What follows belongs to an exercise in optimizing a design on an open flow for small area and a short achievable clock period; a production flow would make more cautious choices. Only simulation tests tie the RTL to the original design; equivalence was not proved. Power is estimated from default activity; no workload was simulated.

**flow/design.v**
```verilog
`timescale 1ns / 1ps
module if_layer
(
    input clk,
    input rst,
    input [7:0] spike_in,
    output [1:0] spike_out,
    input [27:0] mem_addr,
    input [31:0] mem_din,
    input mem_wen,
    output [31:0] mem_dout
);
wire        acc_ok = (mem_addr[9:3] == 7'd0);       
wire [2:0]  acc_a  = mem_addr[2:0];
wire        sel1   = (mem_addr[27:10] == 18'd1);
wire        sel0   = (mem_addr[27:10] == 18'd0);
reg  [1:0]  clr;
wire [31:0] rd [0:1];
genvar n;
generate
    for (n = 0; n < 2; n = n + 1) begin : neuron
        wire wsel = mem_wen & acc_ok & (n == 0 ? sel0 : sel1);
        reg [31:0] w [0:7];
        reg [31:0] rdata;
        reg [63:0] pot;
        integer k;
        always @(posedge clk) begin
            for (k = 0; k < 8; k = k + 1)
                if (wsel && acc_a == k)
                    w[k] <= mem_din;
            if (acc_ok)
                rdata <= w[acc_a];
        end
        assign rd[n] = rdata;
        reg [35:0] lo;
        reg [3:0]  negs;
        always @(*) begin
            lo = {4'd0, pot[31:0]};
            negs = 4'd0;
            for (k = 0; k < 8; k = k + 1) begin
                lo = lo + (spike_in[k] ? {4'd0, w[k]} : 36'd0);
                negs = negs + (spike_in[k] & w[k][31]);
            end
        end
        wire [4:0]  delta = {1'b0, lo[35:32]} - {1'b0, negs};
        wire [31:0] hi = pot[63:32] + {{27{delta[4]}}, delta};
        always @(posedge clk) begin
            if (rst | clr[n])
                pot <= 64'd0;
            else
                pot <= {hi, lo[31:0]};
        end
        assign spike_out[n] = (pot >= 64'd15);
    end
endgenerate
always @(posedge clk) begin
    if (rst)
        clr <= 2'b11;
    else if (|clr)
        clr <= 2'b00;
    else
        clr <= spike_out;
end
assign mem_dout = sel1 ? rd[1] : rd[0];
endmodule
```
**flow/run.sh**
```bash
#!/bin/bash
# synth_recipe.tcl (not shown) runs the flow's synth.tcl, then flattens the netlist and writes it again
# the make line also repeats each setting of config.mk as NAME=value (left out here)
make -C /OpenROAD-flow-scripts/flow DESIGN_CONFIG=/design/flow/config.mk WORK_HOME=/design/flow/orfs CLKGATE_MAP_FILE= SYNTH_SCRIPT=/design/flow/synth_recipe.tcl finish
```
**flow/config.mk**
```make
export PLATFORM = sky130hd
export DESIGN_NAME = if_layer
export DESIGN_NICKNAME = if_layer
export VERILOG_FILES = /design/flow/design.v
export SDC_FILE = /design/flow/constraint.sdc
export NUM_CORES = 4
export LEC_CHECK = 0
export CAP_MARGIN = 20
export CORE_MARGIN = 2
export CORE_UTILIZATION = 40
export PLACE_DENSITY = 0.6
export SLEW_MARGIN = 20
```
**flow/constraint.sdc**
```tcl
create_clock -name core_clock -period 12.0 [get_ports {clk}]
set_input_delay 2.4000 -clock core_clock [delete_from_list [all_inputs] [get_ports {clk}]]
set_output_delay 2.4000 -clock core_clock [all_outputs]
set_load 0.01 [all_outputs]
```
==> results.txt <==
[cells by family (layout without fill, tap and decap cells)]
family                     Yosys count  in the layout  synth area share
and+or+nand+nor                   1120           1120             0.123
AOI/OAI and AO/OA                  514            514            0.0765
muxes                              184            184            0.0607
xor gates and xnor gates            91             91            0.0171
buffers and inverters              721           1159            0.0585
other                                0              3                 0
DFF                                706            706             0.427
adders and majority gates          604            604             0.237
[area by class of cell]
cell class	instances	area (sq um)	area share
multi-input cells	2513	24100	0.442
flip-flops and latches	706	19900	0.364
repair buffers	437	3720	0.0681
clock buffers	107	2240	0.0410
inverters	569	2140	0.0391
well taps	1524	1910	0.0349
clock inverters	46	553	0.0101
diodes	3	7.51	0.000137
[registers in the layout, summed over array words and instances (netlist names)]
signal and cells:
neuron.pot 128, clr 2, neuron.w 512, neuron.rdata 64
[how the worst max path moves through the flow]
stage                     start                      endpoint  cells after the start
floorplan           spike_in[1]  neuron[1].pot[63]$_SDFF_PP0_                     40
global placement    spike_in[4]  neuron[1].pot[63]$_SDFF_PP0_                     41
detailed placement  spike_in[4]  neuron[0].pot[63]$_SDFF_PP0_                     43
CTS                 spike_in[4]  neuron[0].pot[63]$_SDFF_PP0_                     43
global route        spike_in[3]  neuron[1].pot[63]$_SDFF_PP0_                     38
finish              spike_in[5]  neuron[1].pot[63]$_SDFF_PP0_                     37
[tightest hold or removal path: cells and delay by family (launching register included)]
kind,cells,cell delay [ns]
flip-flops,1,0.33
AND/OR/NAND/NOR,2,0.12
[routing by layer]
| layer | part of all wire | routed length [microns] | GRT usage |
|---|---|---|---|
| met5 | 0.00089 | 121 | 0.00400 |
| met4 | 0.023 | 3110 | 0.0564 |
| met3 | 0.078 | 10600 | 0.0470 |
| met1 | 0.44 | 59800 | 0.318 |
| met2 | 0.46 | 62600 | 0.365 |
[cell usage in the layout (no fill, tap or decap), types with 93 or more instances in the layout]
master | synthesis | routed
ha_1 | 140 | 140
dfxtp_1 | 130 | 130
buf_4 | 0 | 321
inv_1 | 568 | 568
nor2_1 | 240 | 225
and2_1 | 377 | 376
nand2_1 | 256 | 256
fa_1 | 462 | 461
a21oi_1 | 142 | 139
edfxtp_1 | 576 | 576
clkdlybuf4s50_1 | 0 | 93
[stage by stage]
step	setup slack, ns	TNS, ns	total power [mW]
floorplan	0.00455	0	8.98
global placement	-0.322	-4.14	12.3
detailed placement	-0.415	-6.36	12.4
CTS	0.270	0	15.1
global route	-0.00784	-0.00784	16.4
finish	0.364	0	15.1
[repair_timing]
action | CTS | global route
endpoints found under the setup margin | 0 | 29
setup buffers | 0 | 2
gates resized for setup | 0 | 28
[power by group]
group / switching, mW / internal (mW) / total, mW
sequential: 0.0789 / 2.77 / 2.85
combinational: 5.05 / 4.60 / 9.65
clock: 1.08 / 1.52 / 2.60
==> flow_summary_export.csv <==
group,metric,value,unit
floorplanning,dieArea,119000,sq um
setup_path,critPathBufInv,6,
place,place_area,51700,sq um
yosys,synth_top_area_share,0.372,
clock_network,holdBufCountCts,0,
setup_path,worstPathMaxFanout,21,
floorplanning,fp-row-count,125,
floorplanning,die_h,345,microns
global_routing,overflow,0,
yosys,avgSynthCellArea,11.8,sq um
final_layout,area_growth,17.3,%
place,gp_congestion,0.882,
place,dp_cells,5746,
yosys,ys_ff_latch,706,
final_layout,nFillCells,10500,
flow_run,maxCapViolCount,0,
yosys,synth_warnings,3,
power,power_density,277,nW/um^2
sta,min_period,11.64,ns
sta,hold_viol,0,
sta,period_share,0.970,
clock_network,clock_sinks,706,
sta,slew_viol_final,0,
floorplanning,core,116000,sq um
floorplanning,start_util,0.402,
clock_network,insertion_delay,0.68,ns
yosys,synthFlopType,"edfxtp_1",
setup_path,critPathMaxStageDelay,0.55,ns
yosys,synth_area,46500,sq um
final_layout,drive_gt1_frac,0.153,
detailed_routing,wl_per_cell,23.1,microns
sta,tightestPinTransition,1.17,ns
global_routing,grt_max_degree,89,
min_path,holdCritStartpoint,"neuron[1].w[0][22]$_DFFE_PP_",
setup_path,cp_common_cell,"fa_1",
sta,holdWs,0.561,ns
final_layout,stdcell_area,54600,sq um
floorplanning,die_width,345,microns
detailed_routing,wirelength,136000,microns
clock_network,cts_max_path_buffers,3,
power,leakage,22.4,nW
clock_network,root_buffer,"clkbuf_16",
setup_path,rr_startpoint,"neuron[0].w[0][22]$_DFFE_PP_",
min_path,holdPathEnd,"neuron[1].rdata[22]$_DFFE_PN_",
setup_path,crit_arrival,12.18,ns
place,io_buffer_count,104,
yosys,syn_nets,4613,
detailed_routing,drc,0,
setup_path,critPathKind,"primary input to flop",
detailed_routing,antenna_left,0,
sta,slew-limit-headroom,0.219,
yosys,async_flop_share,0,
setup_path,required,12.54,ns
floorplanning,pin_count,105,
final_layout,final_cell_count_no_fill,5905,
global_routing,grt_usage,0.228,
global_routing,grt_pass1_wl,204000,microns
power,ir_drop,255,uV
setup_path,cp_top_family,"adder cells",
setup_path,timing.rr.end,"neuron[0].pot[63]$_SDFF_PP0_",
place,dp_hpwl,97900,microns
detailed_routing,dr.pass1.iters,5,
sta,fmax,85.9,MHz
detailed_routing,drtIter0Drc,2518,
run_status,status,"complete, no violations",
sta,skew,0.0355,ns
setup_path,slowest_stage,"fa_1",
yosys,synth_top_area_cell,"edfxtp_1",
sta,finalSetupViolCount,0,
setup_path,endpoint_kind,"flop",
final_layout,fin_util,0.472,
yosys,synth_edf_count,576,
clock_network,cts_made_buffers,83,
yosys,ys_seq_area_frac,0.427,
setup_path,reg2reg_slack,2.00,ns
yosys,synth_common_cells,"edfxtp_1, inv_1, fa_1",
min_path,min_path_cells,2,
yosys,yosysMostFrequentCell,"edfxtp_1",
yosys,synth_cell_type_count,90,
detailed_routing,vias,31600,
detailed_routing,vias_per_cell,5.35,
global_routing,grt_antenna_before_repair,10,
setup_path,cp-start-kind,"primary input",
yosys,synthTopCellsByArea,"edfxtp_1, fa_1, dfxtp_1",
min_path,min_path_type,"flop to flop",
setup_path,r2r_cells,37,
clock_network,cts_tree,"done",
clock_network,clk_pin_slew_worst_paths,0.06,ns
yosys,synthCells,3940,
global_routing,grt_pass1_vias,32700,
final_layout,final_nets,4983,
clock_network,htreeDepth,3,

[re-timing with driven ports]
No port has a modelled driver above. Below, the same layout with a new extraction and two added sets of constraints.
Step 1: set_driving_cell puts a clkbuf_16 on clk and a buf_2 on each other input, an assumption about the parent block.
Step 2, shift: input delay + t, output delay - t, t = (earliest + latest rising clock arrival at the registers) / 2. This alone moves slack from input paths to output paths.
Slacks: ideal / step 1 / step 2; pairs: ideal / step 1.
t (ns): 0.730
setup WS [ns]: 0.364 / 0.329 / -0.400
worst register clock-pin slew, ns: 0.06 / 0.06
worst data-port slew with drivers (ns): 0.17
pins driven straight from the clock port: 1
Met with ideal ports but missed after step 2: setup timing in this run. The setup slack of this run moves by -0.035 ns with the drivers and by -0.764 ns with both steps.
